Source: an optimization exercise on an open RTL-to-GDS flow (aim: small area, a short achievable clock period and few clock cycles per item). Production flows keep margins and buffers that such runs may drop. RTL that was checked went through simulation tests only; none was proved equivalent to the original.

== try-sierra ==
==> flow/design.v <==
`timescale 1ns/1ns
module deinterlacer_v2 (
	clock,
	reset,
	dout_data,
	dout_ready,
	dout_valid,
	dout_startofpacket,
	dout_endofpacket,
	din_data,
	din_ready,
	din_valid,
	din_startofpacket,
	din_endofpacket
);
localparam DW = 24;
input  logic          clock;
input  logic          reset;
output logic [DW-1:0] dout_data;
input  logic          dout_ready;
output logic          dout_valid;
output logic          dout_startofpacket;
output logic          dout_endofpacket;
input  logic [DW-1:0] din_data;
output logic          din_ready;
input  logic          din_valid;
input  logic          din_startofpacket;
input  logic          din_endofpacket;
localparam [2:0] S_C0 = 3'd0, S_C1 = 3'd1, S_C2 = 3'd2, S_C3 = 3'd3,
                 S_HDR = 3'd4, S_PIX = 3'd5;
logic [2:0] ss;                     
localparam [2:0] O_IDLE = 3'd0, O_B1 = 3'd1, O_B2 = 3'd2, O_B3 = 3'd3,
                 O_VHDR = 3'd4, O_PIX = 3'd5;
logic [2:0] so;                     
logic [4:0]  wm1;                   
logic        wsel;                  
logic        oact;                  
logic        ahead;                 
logic        wfull;                 
logic        copy1;                 
logic        lastline;              
logic [4:0]  wp, op;                
logic [4:0]  k;                     
logic [DW-1:0]    r0;
logic [16*DW-1:0] s16;
logic [8*DW-1:0]  s8;               
logic [4*DW-1:0]  s4;
logic [2*DW-1:0]  s2;               
logic [DW-1:0]    s1;
wire  [DW-1:0] o16_n = ~(wm1[4] ? s16[16*DW-1 -: DW] : r0);
wire  [DW-1:0] o8    = ~(wm1[3] ? s8[8*DW-1 -: DW]   : o16_n);
wire  [DW-1:0] o4_n  = ~(wm1[2] ? s4[4*DW-1 -: DW]   : o8);
wire  [DW-1:0] o2    = ~(wm1[1] ? s2[2*DW-1 -: DW]   : o4_n);
wire  [DW-1:0] tap_n = ~(wm1[0] ? s1                 : o2);
always_ff @(posedge clock) begin : loop
	r0  <= wsel ? din_data : ~tap_n;
	s16 <= {s16[15*DW-1:0], r0};
	s8  <= {s8[7*DW-1:0], o16_n};
	s4  <= {s4[3*DW-1:0], o8};
	s2  <= {s2[DW-1:0], o4_n};
	s1  <= o2;
end
wire sink_ctl  = (ss == S_C1) || (ss == S_C2) || (ss == S_C3);
wire in_fire   = din_valid && (ss == S_C0 || ss == S_HDR || wsel);
wire write_now = din_valid && wsel;
wire pwrite    = write_now && (ss == S_PIX);
wire cwrite    = write_now && sink_ctl;
wire can_load  = ovalid_n || dout_ready;
wire op_last   = (op == wm1);
wire wp_last   = (wp == wm1);
wire [4:0] k_p1   = k + 5'd1;
wire [4:0] k_inc  = (k == wm1) ? 5'd0 : k_p1;
wire pix_ready = oact && (k == op) && (copy1 || ahead || wfull || wp != op);
wire pix_load  = (so == O_PIX) && pix_ready && can_load;
wire retire    = pix_load && copy1 && op_last;
wire fresh     = pwrite && !oact;                                
wire start     = pwrite && (wp == 5'd0) && (wfull || !oact);     
wire b3_in     = (ss == S_HDR) || (ss == S_PIX);
wire ctl_ready = (so == O_IDLE) ? (ss != S_C0) :
                 (so == O_B1)   ? ((ss != S_C1) && k == 5'd0) :
                 (so == O_B2)   ? (b3_in && k == 5'd2) :
                 (so == O_B3)   ? (k == 5'd0) : 1'b1;
logic [2:0] ss_n, so_n;
always_comb begin
	ss_n = ss;
	if (in_fire)
		case (ss)
			S_C0  : ss_n = S_C1;
			S_C1  : ss_n = S_C2;
			S_C2  : ss_n = S_C3;
			S_C3  : ss_n = S_HDR;
			S_HDR : ss_n = S_PIX;
			default : if (wp_last && din_endofpacket) ss_n = S_C0;
		endcase
	so_n = so;
	case (so)
		O_IDLE, O_B1, O_B2, O_B3, O_VHDR : if (ctl_ready && can_load) so_n = so + 3'd1;
		default : if (retire && lastline && !ahead) so_n = O_IDLE;
	endcase
end
wire oact_n   = (oact && !(retire && !ahead)) || pwrite;
wire ahead_n  = oact && !retire && (ahead || start);
wire wfull_n  = pwrite ? wp_last : (wfull && !(retire && !ahead));
wire [4:0] wp_n = pwrite ? (wp_last ? 5'd0 : wp + 5'd1) : wp;
wire [4:0] op_n = pix_load ? (op_last ? 5'd0 : op + 5'd1) : op;
wire copy1_n    = (pix_load && op_last) ? ~copy1 : copy1;
wire [4:0] k_n  = (fresh || (cwrite && ss == S_C1)) ? 5'd0 : k_inc;
wire lastline_n = (pwrite && wp_last) ? din_endofpacket : (lastline && !(retire && !ahead));
wire wp_zero   = (wp == 5'd0);
wire mid_w     = !wp_last && !ahead && (!(wp_zero && wfull) || op[4:1] != 4'd0);
wire k2_wp     = (k_p1 + 5'd1 == wp) || (k == wm1 && wp == 5'd1);
wire mid_nw    = !wfull && !wp_zero && k2_wp && !ahead;
wire early_n   = wfull && copy1 && op != 5'd0 && k_p1 == wm1 && wm1 != 5'd0 && !lastline && !ahead;
wire src_pix_n = (so == O_VHDR) ||
                 (so == O_B3 && ctl_ready && can_load) ||
                 (so == O_PIX && !(lastline && copy1 && op_last && k == op && !ahead));
wire spix_v    = (ss == S_HDR) || (ss == S_PIX && !(wsel && wp_last && din_endofpacket));
wire spix_nv   = (ss == S_PIX);
wire wsel_v    = spix_v && src_pix_n && (wsel ? (mid_w || early_n) : (mid_nw || early_n || !oact));
wire wsel_nv   = spix_nv && src_pix_n && (mid_nw || early_n || !oact);
wire src_ctl_n = (so == O_B1) || (so == O_B2) || (so == O_B3) ||
                 (so == O_IDLE && ss != S_C0 && can_load);
wire [2:0] ss_v  = (ss == S_C0)  ? S_C1 :
                   (ss == S_HDR) ? S_PIX :
                   (ss == S_PIX) ? ((wsel && wp_last && din_endofpacket) ? S_C0 : S_PIX) :
                   wsel ? ss + 3'd1 : ss;
wire [4:0] k_cv  = (wsel && ss == S_C1) ? 5'd0 : k_inc;
wire csel_v    = src_ctl_n && ((ss_v == S_C1) || (ss_v == S_C2 && k_cv == 5'd0) ||
                               (ss_v == S_C3 && k_cv == 5'd1));
wire csel_nv   = src_ctl_n && ((ss == S_C1) || (ss == S_C2 && k_inc == 5'd0) ||
                               (ss == S_C3 && k_inc == 5'd1));
wire wsel_n    = din_valid ? (wsel_v || csel_v) : (wsel_nv || csel_nv);
wire drdy_v    = (ss_v == S_C0) || (ss_v == S_HDR) || wsel_v || csel_v;
wire drdy_nv   = (ss == S_C0) || (ss == S_HDR) || wsel_nv || csel_nv;
wire drdy_n    = din_valid ? drdy_v : drdy_nv;
always_ff @(posedge clock or posedge reset) begin : states
	if (reset) begin
		ss        <= S_C0;
		so        <= O_IDLE;
		wsel      <= 0;
		oact      <= 0;
		ahead     <= 0;
		wfull     <= 0;
		copy1     <= 0;
		lastline  <= 0;
		wp        <= 0;
		op        <= 0;
		k         <= 0;
	end else begin
		ss        <= ss_n;
		so        <= so_n;
		wsel      <= wsel_n;
		oact      <= oact_n;
		ahead     <= ahead_n;
		wfull     <= wfull_n;
		copy1     <= copy1_n;
		lastline  <= lastline_n;
		wp        <= wp_n;
		op        <= op_n;
		k         <= k_n;
	end
end
always_ff @(posedge clock) begin : ready_port
	din_ready <= drdy_n;
end
wire [DW-1:0] cb2 = s16[2*DW-1 -: DW];
wire [DW-1:0] cb1 = s16[3*DW-1 -: DW];
always_ff @(posedge clock) begin : loop_length
	if (so == O_IDLE && ctl_ready && can_load)
		wm1 <= 5'd2;
	else if (so == O_B3 && ctl_ready && can_load)
		wm1 <= {cb1[16], cb2[3:0]} - 5'd1;
end
logic ovalid_n;
wire  oload  = (so == O_PIX) ? pix_load : (ctl_ready && can_load);
wire  valid_n = oload || (!ovalid_n && !dout_ready);
always_ff @(posedge clock or posedge reset) begin : source_ctl
	if (reset) begin
		dout_valid <= 0;
		ovalid_n   <= 1;
	end else begin
		dout_valid <= valid_n;
		ovalid_n   <= !valid_n;
	end
end
logic [DW-1:0] odata;
logic          osop, oeop;
always_comb begin
	case (so)
		O_IDLE : begin
			odata = 24'h00_00_0F;
			osop  = 1;
			oeop  = 0;
		end
		O_B1 : begin
			odata = {4'h0, r0[19:16], 4'h0, r0[11:8], 4'h0, r0[3:0]};
			osop  = 0;
			oeop  = 0;
		end
		O_B2 : begin
			odata = {4'h0, s16[18:16], r0[3], 4'h0, s16[10:8], s16[19], 4'h0, s16[3:0]};
			osop  = 0;
			oeop  = 0;
		end
		O_B3 : begin
			odata = {4'h0, 4'h2, 4'h0, s16[10:8], 1'b0, 4'h0, s16[2:0], s16[11]};
			osop  = 0;
			oeop  = 1;
		end
		O_VHDR : begin
			odata = 24'h00_00_00;
			osop  = 1;
			oeop  = 0;
		end
		default : begin
			odata = r0;
			osop  = 0;
			oeop  = copy1 && op_last && lastline && !ahead;
		end
	endcase
end
always_ff @(posedge clock or posedge reset) begin : source_data
	if (reset) begin
		dout_data          <= 0;
		dout_startofpacket <= 0;
		dout_endofpacket   <= 0;
	end else if (can_load) begin
		dout_data          <= odata;
		dout_startofpacket <= osop;
		dout_endofpacket   <= oeop;
	end
end
endmodule
Settings: LEC_CHECK=0, ABC_CLOCK_PERIOD_IN_PS=2500, CAP_MARGIN=20, CORE_MARGIN=2, CORE_UTILIZATION=50, SLEW_MARGIN=20; clock period 8.0 ns.
standard.sh (not shown) runs the stock make flow with config.mk's settings and CLKGATE_MAP_FILE= SYNTH_SCRIPT=/design/flow/synth_recipe.tcl, a recipe that flattens the netlist after the stock synthesis.
==> flow/flow/run.sh <==
#!/bin/bash
set -euo pipefail
export SETUP_SLACK_MARGIN=5.25
export BUFFER_PORTS_ARGS="-buffer_cell sky130_fd_sc_hd__buf_2"
export CTS_ARGS="-sink_clustering_enable -repair_clock_nets -dont_use_dummy_load -sink_clustering_size 20 -sink_clustering_max_diameter 60 -sink_buffer_max_cap_derate 0.2 -buf_list {sky130_fd_sc_hd__clkbuf_8 sky130_fd_sc_hd__clkbuf_16}"
R=orfs/results/sky130hd/deinterlacer_v2/base
bash standard.sh synth > synth.log 2>&1
python3 flow/downsize.py "$FLOW_HOME/platforms/sky130hd/lib/sky130_fd_sc_hd__tt_025C_1v80.lib" "$R/1_2_yosys.v" > downsize.log 2>&1
rm -f "$R/1_synth.odb" "$R/1_synth.sdc"
bash standard.sh > standard.log 2>&1
==> flow/flow/downsize.py <==
#!/usr/bin/env python3
"""Swap every combinational cell of the synthesized netlist for the smallest
drive strength of the same cell (same function and pins); the layout's
repair steps then size up what timing needs. Flip-flops are left alone."""
import re, sys
lib, net = sys.argv[1], sys.argv[2]
area = {}
cur = None
for line in open(lib):
    m = re.match(r'\s*cell\s*\(\s*"?(sky130_fd_sc_hd__\w+?)"?\s*\)', line)
    if m:
        cur = m.group(1)
        continue
    m = re.match(r'\s*area\s*:\s*([0-9.]+)', line)
    if m and cur:
        area[cur] = float(m.group(1))
        cur = None
dont = set(sys.argv[3].split()) if len(sys.argv) > 3 else set()
best = {}
for c, a in area.items():
    m = re.match(r'(sky130_fd_sc_hd__\w+)_(\d+)$', c)
    if not m or c in dont:
        continue
    base = m.group(1)
    if base not in best or a < area[best[base]]:
        best[base] = c
seq = re.compile(r'sky130_fd_sc_hd__(df|edf|sdf|dl|clk|conb|tap|fill|decap|lpflow|probe)')
text = open(net).read()
swaps = {}
def sub(m):
    c = m.group(0)
    mm = re.match(r'(sky130_fd_sc_hd__\w+)_(\d+)$', c)
    if not mm or seq.match(c):
        return c
    b = best.get(mm.group(1))
    if b and b != c and area[b] < area[c]:
        swaps[c] = swaps.get(c, 0) + 1
        return b
    return c
text = re.sub(r'\bsky130_fd_sc_hd__\w+\b', sub, text)
open(net, 'w').write(text)
for c, n in sorted(swaps.items()):
    print(c, '->', sub(re.match(r'.*', c)) if False else best[re.match(r'(sky130_fd_sc_hd__\w+)_(\d+)$', c).group(1)], n)
#### Input delta (try-xenon over try-sierra)
--- a/flow/design.v
+++ b/flow/design.v
@@ -217,16 +217,12 @@
 			osop  = 0;
 			oeop  = copy1 && op_last && lastline && !ahead;
 		end
 	endcase
 end
-always_ff @(posedge clock or posedge reset) begin : source_data
-	if (reset) begin
-		dout_data          <= 0;
-		dout_startofpacket <= 0;
-		dout_endofpacket   <= 0;
-	end else if (can_load) begin
+always_ff @(posedge clock) begin : source_data
+	if (can_load) begin
 		dout_data          <= odata;
 		dout_startofpacket <= osop;
 		dout_endofpacket   <= oeop;
 	end
 end
Results
Every stage of the flow completed for try-xenon, and the final layout passed the timing, design-rule and antenna checks.
The lower number of standard cells in the layout, taps in and fillers out of try-xenon and try-sierra is in try-xenon.
Between try-xenon and try-sierra, it is try-xenon whose met3 global-route usage is lower, by 0.80 points.
Global-route wire length before repair down about 3.3% in try-xenon wrt try-sierra
try-xenon against try-sierra: aggregate global-route resource usage fell by 0.61 points; total non-filler cell area in the finished layout dropped about 1.1%; vias after detailed routing moved down.
In the reports for try-xenon and try-sierra, the larger synthesized cell count belongs to try-sierra.
Across both runs, sequential area share after synthesis was higher for try-xenon than for try-sierra.
Relative to try-sierra, yosys-reported design area after synthesis has gone down in try-xenon.
Where total half-perimeter wirelength after legalization and detailed placement is concerned, try-sierra is outperformed by try-xenon.
Wire: try-xenon routes less than try-sierra
On fraction of standard cell area in multi-input logic: between try-xenon and try-sierra, it ends up higher for try-sierra.
A launching instance or port of the critical path of dout_data[19] is what try-xenon shows, while dout_data[11] belongs to try-sierra.
Core utilization: try-xenon lower than try-sierra
Compare try-xenon and try-sierra | met3 wirelength from detailed routing higher: try-sierra
Testbench counts of try-xenon, summed over its fixed seeds: cycles 15,322, frames 64.
The RTL of try-sierra was laid out without a check of its function.

port drivers added, routing unchanged:
No port has a modelled driver above. Below, the same layouts with a new extraction and two added sets of constraints. Step 1 (the two cells are an assumption about what drives the block):
set clk [get_ports {clock}]
set_driving_cell -lib_cell sky130_fd_sc_hd__clkbuf_16 $clk
set_driving_cell -lib_cell sky130_fd_sc_hd__buf_2 [delete_from_list [all_inputs] $clk]
Step 2 also shifts input and output timing later by t, the mid clock arrival at the registers, as if the neighbouring blocks saw the same clock. a / b / c = ideal ports / drivers / drivers and shift; a / b = the first two.
run | t, ns | slack for setup (ns) | worst setup path after step 2 | worst register clock-pin slew, ns
try-sierra | 0.672 | 5.130 / 5.077 / 4.555 | input to register | 0.12 / 0.12
try-xenon | 0.659 | 5.123 / 5.073 / 4.780 | input to register | 0.12 / 0.12
After both steps every run listed still meets setup and hold. The setup slack of try-sierra, which loses most, moves by -0.053 ns with the drivers and by -0.575 ns with both steps.
